From an optimization exercise on the open Yosys and OpenROAD flow, aimed at small area, a short achievable clock period and few clock cycles per item; shortcuts taken in it are not production practice.
Only simulation tests tie the RTL to the original design; equivalence was not proved.
Power and IR drop assume default switching activity.

// distri_sketch_top
module distri_sketch_top#(
    parameter               HW  =   5,
                            DW  =   16
    )(
    input                   clk,
    input                   rst,
    input                   insert_i,
    input   [DW-1:0]        insert_id_i,
    input   [DW-1:0]        insert_latency_i,
    input   [DW-1:0]        insert_freq_th_i,
    output                  insert_end_o,
    input                   search_i,
    input   [DW-1:0]        search_id_i,
    input   [DW-1:0]        search_quantile_i,
    output  [DW-1:0]        search_latency_o,
    output                  search_end_o
);
  function [31:0] nextCRC32_D32;
    input [31:0] Data;
    input [31:0] crc;
    reg [31:0] d;
    reg [31:0] c;
    reg [31:0] newcrc;
  begin
    d = Data;
    c = crc;
    newcrc[0] = d[31] ^ d[30] ^ d[29] ^ d[28] ^ d[26] ^ d[25] ^ d[24] ^ d[16] ^ d[12] ^ d[10] ^ d[9] ^ d[6] ^ d[0] ^ c[0] ^ c[6] ^ c[9] ^ c[10] ^ c[12] ^ c[16] ^ c[24] ^ c[25] ^ c[26] ^ c[28] ^ c[29] ^ c[30] ^ c[31];
    newcrc[1] = d[28] ^ d[27] ^ d[24] ^ d[17] ^ d[16] ^ d[13] ^ d[12] ^ d[11] ^ d[9] ^ d[7] ^ d[6] ^ d[1] ^ d[0] ^ c[0] ^ c[1] ^ c[6] ^ c[7] ^ c[9] ^ c[11] ^ c[12] ^ c[13] ^ c[16] ^ c[17] ^ c[24] ^ c[27] ^ c[28];
    newcrc[2] = d[31] ^ d[30] ^ d[26] ^ d[24] ^ d[18] ^ d[17] ^ d[16] ^ d[14] ^ d[13] ^ d[9] ^ d[8] ^ d[7] ^ d[6] ^ d[2] ^ d[1] ^ d[0] ^ c[0] ^ c[1] ^ c[2] ^ c[6] ^ c[7] ^ c[8] ^ c[9] ^ c[13] ^ c[14] ^ c[16] ^ c[17] ^ c[18] ^ c[24] ^ c[26] ^ c[30] ^ c[31];
    newcrc[3] = d[31] ^ d[27] ^ d[25] ^ d[19] ^ d[18] ^ d[17] ^ d[15] ^ d[14] ^ d[10] ^ d[9] ^ d[8] ^ d[7] ^ d[3] ^ d[2] ^ d[1] ^ c[1] ^ c[2] ^ c[3] ^ c[7] ^ c[8] ^ c[9] ^ c[10] ^ c[14] ^ c[15] ^ c[17] ^ c[18] ^ c[19] ^ c[25] ^ c[27] ^ c[31];
    newcrc[4] = d[31] ^ d[30] ^ d[29] ^ d[25] ^ d[24] ^ d[20] ^ d[19] ^ d[18] ^ d[15] ^ d[12] ^ d[11] ^ d[8] ^ d[6] ^ d[4] ^ d[3] ^ d[2] ^ d[0] ^ c[0] ^ c[2] ^ c[3] ^ c[4] ^ c[6] ^ c[8] ^ c[11] ^ c[12] ^ c[15] ^ c[18] ^ c[19] ^ c[20] ^ c[24] ^ c[25] ^ c[29] ^ c[30] ^ c[31];
  ...
clock: 9.5 ns
lec_check: 0
abc_clock_period_in_ps: 3000
cap_margin: 20
core_margin: 2
core_utilization: 55
cts_cluster_diameter: 100
cts_cluster_size: 30
place_density: 0.7
setup_slack_margin: 5
slew_margin: 20
run.sh (not shown) runs the stock make flow with config.mk's settings and CLKGATE_MAP_FILE= SYNTH_SCRIPT=/design/flow/synth_recipe.tcl, a recipe that flattens the netlist after the stock synthesis.
The starting point produced a clean layout.
Testbench counts at the start, summed over its fixed seeds: cycles 5,058, items 3,840.
Edit:
- ABC_AREA: unset -> 1
- CAP_MARGIN: 20 -> 0
- CORE_UTILIZATION: 55 -> 65
- CTS_CLUSTER_DIAMETER: 100 -> 80
- CTS_CLUSTER_SIZE: 30 -> 24
- PLACE_DENSITY: 0.7 -> 0.78
- SLEW_MARGIN: 20 -> 0
Utilization climbs by 10 points.
Critical path depth drops by 1.
Final area drops by 1.3%.
Power climbs by 4.9%.
Count of clock-buffer cells in the layout climbs by 54.
Routed wire length drops by about 9%.
Global-route usage climbs by 3.8 points.
Maximum frequency climbs by 7.0%.
Edit:
- ABC_CLOCK_PERIOD_IN_PS: 3000 -> unset
- CORE_UTILIZATION: 65 -> 55
- PLACE_DENSITY: 0.78 -> 0.7
Result: The changed run passed the timing, design-rule and antenna checks; utilization is lower by 11 points; synthesized area is unchanged; wire length decreases by 3.9%; via count shrinks by 2.0%; global-route usage came out lower by 8.5 points; final area stays flat; final cell count came out higher by 3.5%; worst hold slack degrades by 0.015 ns; clock-buffer cell count goes up by 19; total power hardly moves.
Edit:
- ABC_AREA: 1 -> unset
- ABC_CLOCK_PERIOD_IN_PS: unset -> 3000
First-iteration DRC count is higher by 4.6%.
Total power is lower by 3.0%.
Non-clock buffer count is higher by 146.
Worst setup slack got worse by 0.33 ns.
Edit:
- ABC_AREA: unset -> 1
Final cell count came out higher by 16%.
Core utilization came out lower by 1.4 points.
Fmax came out higher by 7.3%.
Hold slack is worse by 0.016 ns.
Combinational power came out higher by about 9%.

-- afterwards: timing with drivers on the ports --
Ports are ideal in the flow. The routed layouts listed here were re-timed in OpenROAD. Step 1 assumes that a clkbuf_16 drives the clock port and a buf_2 every other input. Step 2 adds t to the input delays and takes it off the output delays; t is the mean of the earliest and latest rising clock arrival at the registers after step 1. Input paths then give back, and output paths get back, about the clock's delay inside the block. Slacks: no drivers / after step 1 / after step 2; pairs: no drivers / after step 1.
run	t, ns	setup slack, ns	hold WS [ns]	clock arrival spread, ns	worst register clock-pin slew, ns
the first run	1.030	4.728 / 4.728 / 3.703	0.335 / 0.335 / 0.335	0.124 / 0.125	0.12 / 0.12
the second run	1.011	5.040 / 5.040 / 4.143	0.333 / 0.333 / 0.333	0.091 / 0.091	0.11 / 0.11
the third run	1.039	4.976 / 4.976 / 4.140	0.318 / 0.318 / 0.318	0.064 / 0.064	0.10 / 0.10
the fourth run	1.052	4.648 / 4.648 / 3.717	0.334 / 0.334 / 0.334	0.080 / 0.081	0.11 / 0.11
the fifth run	1.039	4.976 / 4.976 / 4.140	0.318 / 0.318 / 0.318	0.064 / 0.064	0.10 / 0.10
After both steps every run listed still meets setup and hold. For the first run, which loses most, drivers alone change the setup slack by 0.000 ns; drivers and shift together by -1.025 ns.
